Background: an optimization exercise with open tools, aiming at small area and a short achievable clock period. Do not read the settings as production practice. At most, simulation tests tie the RTL to the original design; equivalence was not proved. Power is estimated from default activity; no workload was simulated.

==> flow/design.v (excerpt) <==
module ALU_Pipeline(
  input  logic clk, rst,
  input  logic [31:0] A_in, B_in,
  input  logic [31:0] instr_in,
  output logic [31:0] Result_out,
  output logic Zero_out, Carry_out, Overflow_out, Negative_out
);
==> flow/config.mk <==
export PLATFORM = sky130hd
export DESIGN_NAME = ALU_Pipeline
export DESIGN_NICKNAME = ALU_Pipeline
export VERILOG_FILES = /design/flow/design.v
export SDC_FILE = /design/flow/constraint.sdc
export NUM_CORES = 4
export LEC_CHECK = 0
export ABC_AREA = 1
export CAP_MARGIN = 20
export CORE_MARGIN = 2
export CORE_UTILIZATION = 40
export CTS_BUF_LIST = sky130_fd_sc_hd__clkbuf_4 sky130_fd_sc_hd__clkbuf_8
export PLACE_DENSITY = 0.8
export SETUP_SLACK_MARGIN = 4.5
export SLEW_MARGIN = 20
==> flow/constraint.sdc <==
create_clock -name core_clock -period 7.0 [get_ports {clk}]
set_input_delay 1.4000 -clock core_clock [delete_from_list [all_inputs] [get_ports {clk}]]
set_output_delay 1.4000 -clock core_clock [all_outputs]
set_load 0.01 [all_outputs]
standard.sh (not shown) runs the stock make flow with config.mk's settings and CLKGATE_MAP_FILE= SYNTH_SCRIPT=/design/flow/synth_recipe.tcl, a recipe that flattens the netlist after the stock synthesis.
==> flow/flow/run.sh <==
#!/bin/bash
# The standard layout, with the ports buffered by the smallest buffer (the resizer sizes
# them up where timing needs it) instead of buffer_ports' default delay buffer.
set -euo pipefail
bash standard.sh synth > synth.log 2>&1
export BUFFER_PORTS_ARGS="-buffer_cell sky130_fd_sc_hd__buf_1"
export SKIP_GATE_CLONING=1
bash standard.sh finish > layout.log 2>&1
Next try:
==> flow/flow/run.sh (replaced) <==
#!/bin/bash
# The standard layout, with two changes to how it is made:
# - the ports are buffered by the smallest buffer (the resizer sizes them up where timing
#   needs it) instead of buffer_ports' default delay buffer;
# - timing repair does not clone gates (it sizes and buffers instead).
# Each step writes its full output to a log of its own here (synth.log, layout.log) and under
# orfs/logs/.
set -euo pipefail
bash standard.sh synth > synth.log 2>&1
export BUFFER_PORTS_ARGS="-buffer_cell sky130_fd_sc_hd__buf_1"
export SKIP_GATE_CLONING=1
bash standard.sh finish > layout.log 2>&1
CORE_UTILIZATION = 30   (was 40)
Final cell count went up by about 7%.
Count of clock-buffer cells in the layout went down by 1.
Routed wire length went up by about 10%.
Register-to-register slack is worse by 0.05 ns.
Die area went up by 32%.
Worst setup slack is worse by 0.053 ns.
Hold slack is better by 0.0085 ns.
Power went up by 3.9%.
Next try:
CORE_UTILIZATION = 45   (was 30)
What happened: The new run passed the timing, DRC and antenna checks. Core utilization rose by 17 points. Routed wire length fell by 11%. Register-to-register slack is worse by 0.05 ns. Clock power fell by 6.0%. Final area fell by 2.9%. Total power fell by 2.9%. Flip-flop and latch count stays the same. Maximum frequency fell by 2.0%.
Next try:
==> flow/flow/run.sh (replaced) <==
#!/bin/bash
# The standard layout, with the ports buffered by the smallest buffer (the resizer sizes
# them up where timing needs it) instead of buffer_ports' default delay buffer.
set -euo pipefail
bash standard.sh synth > synth.log 2>&1
export BUFFER_PORTS_ARGS="-buffer_cell sky130_fd_sc_hd__buf_1"
bash standard.sh finish > layout.log 2>&1
CORE_UTILIZATION = 40   (was 45)
PLACE_DENSITY = default   (was 0.8)
The changed run ran to the end with no violations.
Clock power grows by 17%.
Die area rose by 12%.
Sequential cell count stays the same.
Via count fell by 1.9%.
Final area went up by 0.57%.
Total power climbs by 3.9%.
Wire length rises by 3.1%.
Sequential power increases by about 1%.
Setup slack gains 0.022 ns.
Hold slack got worse by 0.034 ns.
Next try:
==> flow/flow/run.sh (replaced) <==
#!/bin/bash
# The standard layout, with two changes to how it is made:
# - the ports are buffered by the smallest buffer (the resizer sizes them up where timing
#   needs it) instead of buffer_ports' default delay buffer;
# - timing repair does not clone gates (it sizes and buffers instead).
# Each step writes its full output to a log of its own here (synth.log, layout.log) and under
# orfs/logs/.
set -euo pipefail
bash standard.sh synth > synth.log 2>&1
export BUFFER_PORTS_ARGS="-buffer_cell sky130_fd_sc_hd__buf_1"
export SKIP_GATE_CLONING=1
bash standard.sh finish > layout.log 2>&1
CTS_BUF_LIST = sky130_fd_sc_hd__clkbuf_2 sky130_fd_sc_hd__clkbuf_4 sky130_fd_sc_hd__clkbuf_8   (was sky130_fd_sc_hd__clkbuf_4 sky130_fd_sc_hd__clkbuf_8)
PLACE_DENSITY = 0.8   (was default)
Result: The changed run completed without violations. Worst setup slack improved by 0.082 ns. Cell area drops by about 1.2%. Count of clock-buffer cells in the layout climbs by 1. Flip-flop and latch count stays the same. Non-clock buffer count does not change. Critical path depth climbs by 7. Combinational power climbs by about 0.8%.

========
Another version of the RTL of ALU_Pipeline (not shown whole).
Size: roughly 1100 cells after synthesis, ~130 I/O pins.
Settings: LEC_CHECK=0, CAP_MARGIN=20, CORE_MARGIN=2, CORE_UTILIZATION=40, SETUP_SLACK_MARGIN=4.5, SLEW_MARGIN=20; clock period 7.0 ns.
==> flow/flow/run.sh <==
#!/bin/bash
# The standard layout, with the ports buffered by the smallest buffer (the resizer sizes
# them up where timing needs it) instead of buffer_ports' default delay buffer.
set -euo pipefail
bash standard.sh synth > synth.log 2>&1
export BUFFER_PORTS_ARGS="-buffer_cell sky130_fd_sc_hd__buf_1"
bash standard.sh finish > layout.log 2>&1
The starting point went through all stages and came out clean.
Then changed:
Settings changed: SETUP_SLACK_MARGIN 4.5 to 4.0.
What happened: Core utilization shrinks by 2.1 points. Maximum frequency drops by 8.4%. Clock-buffer cell count does not change. Cell area shrinks by 4.5%. Total power goes down by 0.38%.
No functional check of the RTL was part of any run of this note.

========
Another version of the RTL of ALU_Pipeline (not shown whole).
Size in the first run: roughly 1,200 cells after synthesis, ~110 flip-flops, about 130 I/O pins, about 7700 sq um of cells after synthesis.
## ALU_Pipeline
module ALU_Pipeline(
  input  logic clk, rst,
  input  logic [31:0] A_in, B_in,
  input  logic [31:0] instr_in,
  output logic [31:0] Result_out,
  output logic Zero_out, Carry_out, Overflow_out, Negative_out
);
Settings: LEC_CHECK=0, ABC_AREA=1, CAP_MARGIN=10, CORE_MARGIN=2, CORE_UTILIZATION=40, SETUP_SLACK_MARGIN=4.5, SLEW_MARGIN=10; clock period 7.0 ns.
Scripts as last shown in full above: flow/flow/run.sh
Rerun with:
Settings changed: CAP_MARGIN 10 to 20, CTS_BUF_LIST set to sky130_fd_sc_hd__clkbuf_4 sky130_fd_sc_hd__clkbuf_8, SLEW_MARGIN 10 to 20.
=>
- hold slack improves by 0.0048 ns
- wire length came out lower by 1.3%
- setup slack improved by 0.064 ns
- power drops by 6.0%
- fmax rises by 2.6%
- cell area is lower by about 1.8%
- die area stays the same
- sequential share of layout area grows by 0.50 points
No run of this note included a check of the RTL's function; only the layout flow was run.

========
## run A
ALU_Pipeline, a different RTL version from the one above (not shown whole).
Size in the first run: ~930 cells after synthesis, about 100 flip-flops, about 8300 sq um of cells after synthesis.
export LEC_CHECK = 0
export ABC_CLOCK_PERIOD_IN_PS = 3000
export CAP_MARGIN = 20
export CORE_MARGIN = 2
export CORE_UTILIZATION = 40
export SETUP_SLACK_MARGIN = 4.0
export SLEW_MARGIN = 20
create_clock -name core_clock -period 7.0 [get_ports {clk}]
run.sh (not shown) runs the stock make flow with config.mk's settings and CLKGATE_MAP_FILE= SYNTH_SCRIPT=/design/flow/synth_recipe.tcl, a recipe that flattens the netlist after the stock synthesis.
Stock flow here: none of the scripts above is used.
Inputs modified between run A and run B:
- SETUP_SLACK_MARGIN removed (was 4.0)
- ABC_CLOCK_PERIOD_IN_PS removed (was 3000)
Notes after the runs:
Run B went all the way through the flow, and no timing, DRC or antenna check failed.
Run B against run A: post-route total power moved down; number of vias per cell after detailed routing lost 0.15.
Changes observed in run B relative to run A: register-to-register slack fell 230 ps; share of the clock period used by the worst path grew by 16 points; minimum setup slack after placement moved down; power share of the combinational group has decreased; non-clock buffer total of the final layout went down by 66.
Function was not checked in any run of this note: the RTL went through the layout flow alone.

========
RTL: one of the versions met above, not the one the previous note started from.
Size: ~1200 cells after synthesis, about 7700 um2 of cells after synthesis.
Design ALU_Pipeline, start of the top module:
module ALU_Pipeline(
  input  logic clk, rst,
  input  logic [31:0] A_in, B_in,
  input  logic [31:0] instr_in,
  output logic [31:0] Result_out,
  output logic Zero_out, Carry_out, Overflow_out, Negative_out
);
==> flow/config.mk <==
export PLATFORM = sky130hd
export DESIGN_NAME = ALU_Pipeline
export DESIGN_NICKNAME = ALU_Pipeline
export VERILOG_FILES = /design/flow/design.v
export SDC_FILE = /design/flow/constraint.sdc
export NUM_CORES = 4
export LEC_CHECK = 0
export ABC_AREA = 1
export CAP_MARGIN = 20
export CORE_MARGIN = 2
export CORE_UTILIZATION = 40
export CTS_BUF_LIST = sky130_fd_sc_hd__clkbuf_4 sky130_fd_sc_hd__clkbuf_8
export CTS_CLUSTER_SIZE = 40
export PLACE_DENSITY = 0.8
export SETUP_SLACK_MARGIN = 4.5
export SLEW_MARGIN = 20
==> flow/constraint.sdc <==
create_clock -name core_clock -period 7.0 [get_ports {clk}]
set_input_delay 1.4000 -clock core_clock [delete_from_list [all_inputs] [get_ports {clk}]]
set_output_delay 1.4000 -clock core_clock [all_outputs]
set_load 0.01 [all_outputs]
standard.sh (not shown) runs the stock make flow with config.mk's settings and CLKGATE_MAP_FILE= SYNTH_SCRIPT=/design/flow/synth_recipe.tcl, a recipe that flattens the netlist after the stock synthesis.
==> flow/flow/run.sh <==
#!/bin/bash
# The standard layout, with two changes to how it is made:
# - the ports are buffered by the smallest buffer (the resizer sizes them up where timing
#   needs it) instead of buffer_ports' default delay buffer;
# - timing repair does not clone gates (it sizes and buffers instead).
# Each step writes its full output to a log of its own here (synth.log, layout.log) and under
# orfs/logs/.
set -euo pipefail
bash standard.sh synth > synth.log 2>&1
export BUFFER_PORTS_ARGS="-buffer_cell sky130_fd_sc_hd__buf_1"
export SKIP_GATE_CLONING=1
bash standard.sh finish > layout.log 2>&1
The baseline ran to the end with no violations.
Then changed:
==> flow/flow/run.sh (replaced) <==
#!/bin/bash
# The standard layout, with the ports buffered by the smallest buffer (the resizer sizes
# them up where timing needs it) instead of buffer_ports' default delay buffer.
set -euo pipefail
bash standard.sh synth > synth.log 2>&1
export BUFFER_PORTS_ARGS="-buffer_cell sky130_fd_sc_hd__buf_1"
bash standard.sh finish > layout.log 2>&1
--- a/flow/config.mk
+++ b/flow/config.mk
@@ -11 +11 @@
-export CORE_UTILIZATION = 40
+export CORE_UTILIZATION = 55
@@ -13 +12,0 @@
-export CTS_CLUSTER_SIZE = 40
Result:
- The new run completed with no timing, DRC or antenna violations
- sequential share of layout area is lower by 0.19 points
- cell area is higher slightly
- synthesized cell count is unchanged
- critical path depth is lower by 10
- area after synthesis stays the same
- non-clock buffer count is higher by 4
- combinational power is higher slightly
- setup slack got worse by 0.14 ns
- cell count is lower by a few percent
- wire length is lower slightly

========
harbor:
Another version of the RTL of ALU_Pipeline (not shown whole).
Size in the first run: roughly 1100 cells after synthesis, roughly 110 flip-flops, ~130 I/O pins.
// ALU_Pipeline
module ALU_Pipeline(
  input  logic clk, rst,
  input  logic [31:0] A_in, B_in,
  input  logic [31:0] instr_in,
  output logic [31:0] Result_out,
  output logic Zero_out, Carry_out, Overflow_out, Negative_out
);
clock: 7.0 ns
lec_check: 0
abc_area: 1
cap_margin: 20
core_margin: 2
core_utilization: 40
cts_buf_list: sky130_fd_sc_hd__clkbuf_4 sky130_fd_sc_hd__clkbuf_8
setup_slack_margin: 4.7
slew_margin: 20
==> flow/flow/run.sh <==
#!/bin/bash
# The standard layout, with the ports buffered by the smallest buffer (the resizer sizes
# them up where timing needs it) instead of buffer_ports' default delay buffer.
set -euo pipefail
bash standard.sh synth > synth.log 2>&1
export BUFFER_PORTS_ARGS="-buffer_cell sky130_fd_sc_hd__buf_1"
bash standard.sh finish > layout.log 2>&1
Changes in lagoon relative to harbor:
- changing SETUP_SLACK_MARGIN from 4.7 to 4.5
- removing CTS_BUF_LIST (formerly sky130_fd_sc_hd__clkbuf_4 sky130_fd_sc_hd__clkbuf_8)
==> results.txt <==
The final critical path time including I/O delays and setup of lagoon exceeds that of harbor by 93 ps.
From harbor to lagoon the numbers moved as follows: combinational share of power -4.3 points, total number of vias went down about 0.8%.
diff inputs: lagoon => willow
- SETUP_SLACK_MARGIN: 4.5 -> 4.3
- CTS_BUF_LIST: unset -> sky130_fd_sc_hd__clkbuf_4 sky130_fd_sc_hd__clkbuf_8
Results
The share of power burned in registers reported for willow is greater than that of lagoon by 5.1 points. willow improves on lagoon in net switching component of the power. | worst hold margin | willow vs lagoon | 14 ps higher |. Detailed route, willow vs lagoon: via total lower for willow.
Edits applied to the flow inputs when going from willow to onyx:
- swapping 4.3 for 4.6 in SETUP_SLACK_MARGIN
Looking at the reports, onyx completed the entire flow and the layout it produced met the timing, DRC and antenna checks.
onyx against willow: register fraction of the total cell area decreased by 1.8 points relative to the old numbers; share of final layout cell area taken by clock buffers and inverters increased by 0.27 points relative to the old numbers; power density over the cells decreased by about 0.9% relative to the old numbers; final design utilization increased by 3.3 points relative to the old numbers.
willow and onyx ended up with nearly the same number of sinks driven by the clock tree.
Higher total vias in the final route among willow and onyx: onyx
Met1 usage in global routing: onyx vs willow up 0.40 points
On shortest period the worst path allows, onyx does better than willow.
Changes in indigo relative to onyx:
- changing SETUP_SLACK_MARGIN from 4.6 to 4.4
==> comparison <==
- indigo: all stages complete, timing, DRC and antenna checks passed
- In indigo, leakage power of the design is lower than in onyx.
- Number of global-route vias before repair: higher on indigo
- The peak clock frequency supported by timing of indigo falls short of that of onyx by 3.9%.

========
cedar:
ALU_Pipeline with an RTL version that a note above also has.
Size in the first run: roughly 1200 cells after synthesis, about 110 flip-flops, ~130 I/O pins, ~7700 um2 of cells after synthesis.
Settings: LEC_CHECK=0, ABC_AREA=1, CAP_MARGIN=20, CORE_MARGIN=2, CORE_UTILIZATION=40, CTS_BUF_LIST=sky130_fd_sc_hd__clkbuf_4 sky130_fd_sc_hd__clkbuf_8, GPL_ROUTABILITY_DRIVEN=0, PLACE_DENSITY=0.8, SETUP_SLACK_MARGIN=4.5, SLEW_MARGIN=20; clock period 7.0 ns.
Scripts as last shown in full above: flow/flow/run.sh
Input-level comparison between tundra and cedar:
- a deleted GPL_ROUTABILITY_DRIVEN that had been 0
[summary]
Power drawn by the combinational cells came out higher on tundra than on cedar. Between cedar and tundra, the clock skew does not differ in any meaningful way. The fraction of power consumed by the clock network reported for tundra is smaller than that of cedar by 2.0 points. On shortest clock period the worst path allows after layout, the lower figure sits with tundra, not cedar.
Setup changes, tundra to zinc
- SETUP_SLACK_MARGIN: 4.5 -> 4.4
==> flow/flow/run.sh <==
#!/bin/bash
# The standard layout, with two changes to how it is made:
# - the ports are buffered by the smallest buffer (the resizer sizes them up where timing
#   needs it) instead of buffer_ports' default delay buffer;
# - timing repair does not clone gates (it sizes and buffers instead).
# Each step writes its full output to a log of its own here (synth.log, layout.log) and under
# orfs/logs/.
set -euo pipefail
bash standard.sh synth > synth.log 2>&1
export BUFFER_PORTS_ARGS="-buffer_cell sky130_fd_sc_hd__buf_1"
export SKIP_GATE_CLONING=1
bash standard.sh finish > layout.log 2>&1
--- outcome ---
- The capture point of the critical path comes out Zero_out$_DFF_PP0_ in one run and X_reg[8]$_DFF_P_ in the other, namely in zinc and tundra respectively.
- From tundra to zinc the numbers moved as follows: first-iteration DRC count went up 11%, combinational share of power shrank by 1.3 points, global-route usage shows a reduction of 0.65 points, final worst hold slack held steady, global-route met3 utilization now sits lower.
- Sequential share of layout area: zinc vs tundra up 0.32 points
- Of tundra and zinc, the higher number of search-and-repair iterations in the first detailed-routing pass belongs to zinc.
- tundra → zinc: post-CTS setup buffer count now larger, share of the synthesized area in compound gates (AO/OA/AOI/OAI) has remained practically unchanged.
- Against tundra as the reference, zinc delivers a lower global placer's final weighted congestion.
> inputs changed (zinc -> delta)
- a change of SETUP_SLACK_MARGIN from 4.4 to 4.5
- a change of CORE_UTILIZATION from 40 to 35
--- outcome ---
- Both conditions hold for delta: the flow ran to the end and the final layout passed the timing, DRC and antenna checks.
- Per the comparison of delta with zinc, depth of the critical timing path with buffers and inverters included went up by 3, sequential cell area share went down by 0.87 points, total half-perimeter wirelength after legalization and detailed placement went up by about 4.3%.
- delta against zinc: global-route total usage across every layer fell 2.1 points; overall die area climbed 14%; total power increased by 17 uW relative to the old numbers; total of plain and repair buffers excluding clock buffers moved up.
- Summary of the comparison: minimum setup slack among reg-to-reg paths is higher in delta, relative to zinc.
- Looking at vertical die dimension across delta and zinc, the one that comes out lower is zinc.
Inputs modified between delta and maple:
- changing CORE_UTILIZATION from 35 to 40
- removing PLACE_DENSITY (formerly 0.8)
- changing SETUP_SLACK_MARGIN from 4.5 to 4.6
==> flow/flow/run.sh <==
#!/bin/bash
# The standard layout, with the ports buffered by the smallest buffer (the resizer sizes
# them up where timing needs it) instead of buffer_ports' default delay buffer.
set -euo pipefail
bash standard.sh synth > synth.log 2>&1
export BUFFER_PORTS_ARGS="-buffer_cell sky130_fd_sc_hd__buf_1"
bash standard.sh finish > layout.log 2>&1
### Flow results
Maximum clock skew at final layout essentially unchanged between maple and delta.
The faster design of the two is maple; delta tops out lower.
Compared with delta, maple shows total placed cells including tap cells that has gone down by a few percent.
maple vs. delta: total detailed-routing wirelength has remained practically unchanged, design area has increased, layout overhead on the synthesized area has increased.
Between maple and delta, it is maple whose first-pass GRT wire length is lower, by 4.3%.
Data arrival at the endpoint of the critical path in maple vs delta: up 0.05 ns
Compared to delta, maple has buffers inserted during post-CTS setup optimization 2 lower.
Required time reported for the critical path endpoint | maple above delta
Both conditions hold for maple: the flow ran to the end and the final layout passed the timing, DRC and antenna checks.
In maple the filler cell count in the final layout turned out 338 lower than in delta.

## separate check: timing with driven ports
No port has a modelled driver above. Below, the same layouts with a new extraction and two added sets of constraints.
Step 1: set_driving_cell puts a clkbuf_16 on clk and a buf_2 on each other input, an assumption about the parent block.
Step 2, shift: input delay + t, output delay - t, t = (earliest + latest rising clock arrival at the registers) / 2. This alone moves slack from input paths to output paths.
a / b / c = no drivers / after step 1 / after step 2; a / b = the first two.
| run | t (ns) | setup slack, ns | hold WS [ns] | worst register clock-pin slew, ns | pins driven straight from the clock port |
|---|---|---|---|---|---|
| the first run of note 1 | 0.440 | 4.610 / 4.610 / 4.219 | 0.535 / 0.535 / 0.535 | 0.11 / 0.11 | 1 |
| the second run of note 1 | 0.444 | 4.557 / 4.557 / 4.180 | 0.544 / 0.544 / 0.544 | 0.12 / 0.12 | 1 |
| the third run of note 1 | 0.436 | 4.506 / 4.506 / 4.166 | 0.546 / 0.546 / 0.546 | 0.11 / 0.11 | 1 |
| the fourth run of note 1 | 0.430 | 4.528 / 4.544 / 4.114 | 0.512 / 0.512 / 0.512 | 0.11 / 0.11 | 1 |
| the fifth run of note 1 | 0.440 | 4.610 / 4.610 / 4.219 | 0.535 / 0.535 / 0.535 | 0.11 / 0.11 | 1 |
| the first run of note 2 | 0.410 | 4.327 / 4.327 / 4.193 | 0.503 / 0.503 / 0.503 | 0.08 / 0.08 | 1 |
| the second run of note 2 | 0.401 | 4.081 / 4.081 / 3.809 | 0.525 / 0.525 / 0.525 | 0.08 / 0.08 | 1 |
| the first run of note 3 | 0.402 | 4.476 / 4.487 / 4.084 | 0.568 / 0.568 / 0.568 | 0.08 / 0.08 | 1 |
| the second run of note 3 | 0.436 | 4.541 / 4.559 / 4.123 | 0.572 / 0.572 / 0.572 | 0.11 / 0.11 | 1 |
| run A | 0.377 | 3.853 / 3.735 / 3.359 | 0.491 / 0.491 / 0.491 | 0.07 / 0.07 | 1 |
| run B | 0.385 | 2.701 / 2.721 / 2.337 | 0.485 / 0.485 / 0.485 | 0.07 / 0.07 | 1 |
| the first run of note 5 | 0.440 | 4.610 / 4.610 / 4.219 | 0.535 / 0.535 / 0.535 | 0.11 / 0.11 | 1 |
| the second run of note 5 | 0.433 | 4.473 / 4.473 / 4.100 | 0.517 / 0.517 / 0.517 | 0.10 / 0.10 | 1 |
| harbor | 0.444 | 4.633 / 4.602 / 4.158 | 0.563 / 0.563 / 0.563 | 0.12 / 0.12 | 1 |
| lagoon | 0.405 | 4.540 / 4.522 / 4.117 | 0.553 / 0.553 / 0.553 | 0.08 / 0.08 | 1 |
| willow | 0.430 | 4.382 / 4.387 / 3.957 | 0.567 / 0.567 / 0.567 | 0.11 / 0.11 | 1 |
| onyx | 0.433 | 4.534 / 4.530 / 4.096 | 0.571 / 0.571 / 0.571 | 0.11 / 0.11 | 1 |
| indigo | 0.434 | 4.435 / 4.454 / 4.020 | 0.564 / 0.564 / 0.564 | 0.11 / 0.11 | 1 |
| cedar | 0.437 | 4.526 / 4.526 / 4.202 | 0.547 / 0.547 / 0.547 | 0.11 / 0.11 | 1 |
| tundra | 0.438 | 4.577 / 4.595 / 4.157 | 0.539 / 0.539 / 0.539 | 0.11 / 0.11 | 1 |
| zinc | 0.442 | 4.369 / 4.369 / 4.109 | 0.540 / 0.540 / 0.540 | 0.11 / 0.11 | 1 |
| delta | 0.432 | 4.591 / 4.608 / 4.175 | 0.550 / 0.550 / 0.550 | 0.11 / 0.11 | 1 |
| maple | 0.440 | 4.605 / 4.605 / 4.265 | 0.536 / 0.536 / 0.536 | 0.11 / 0.11 | 1 |
After both steps every run listed still meets setup and hold. For run A, which loses most, drivers alone change the setup slack by -0.118 ns; drivers and shift together by -0.494 ns.
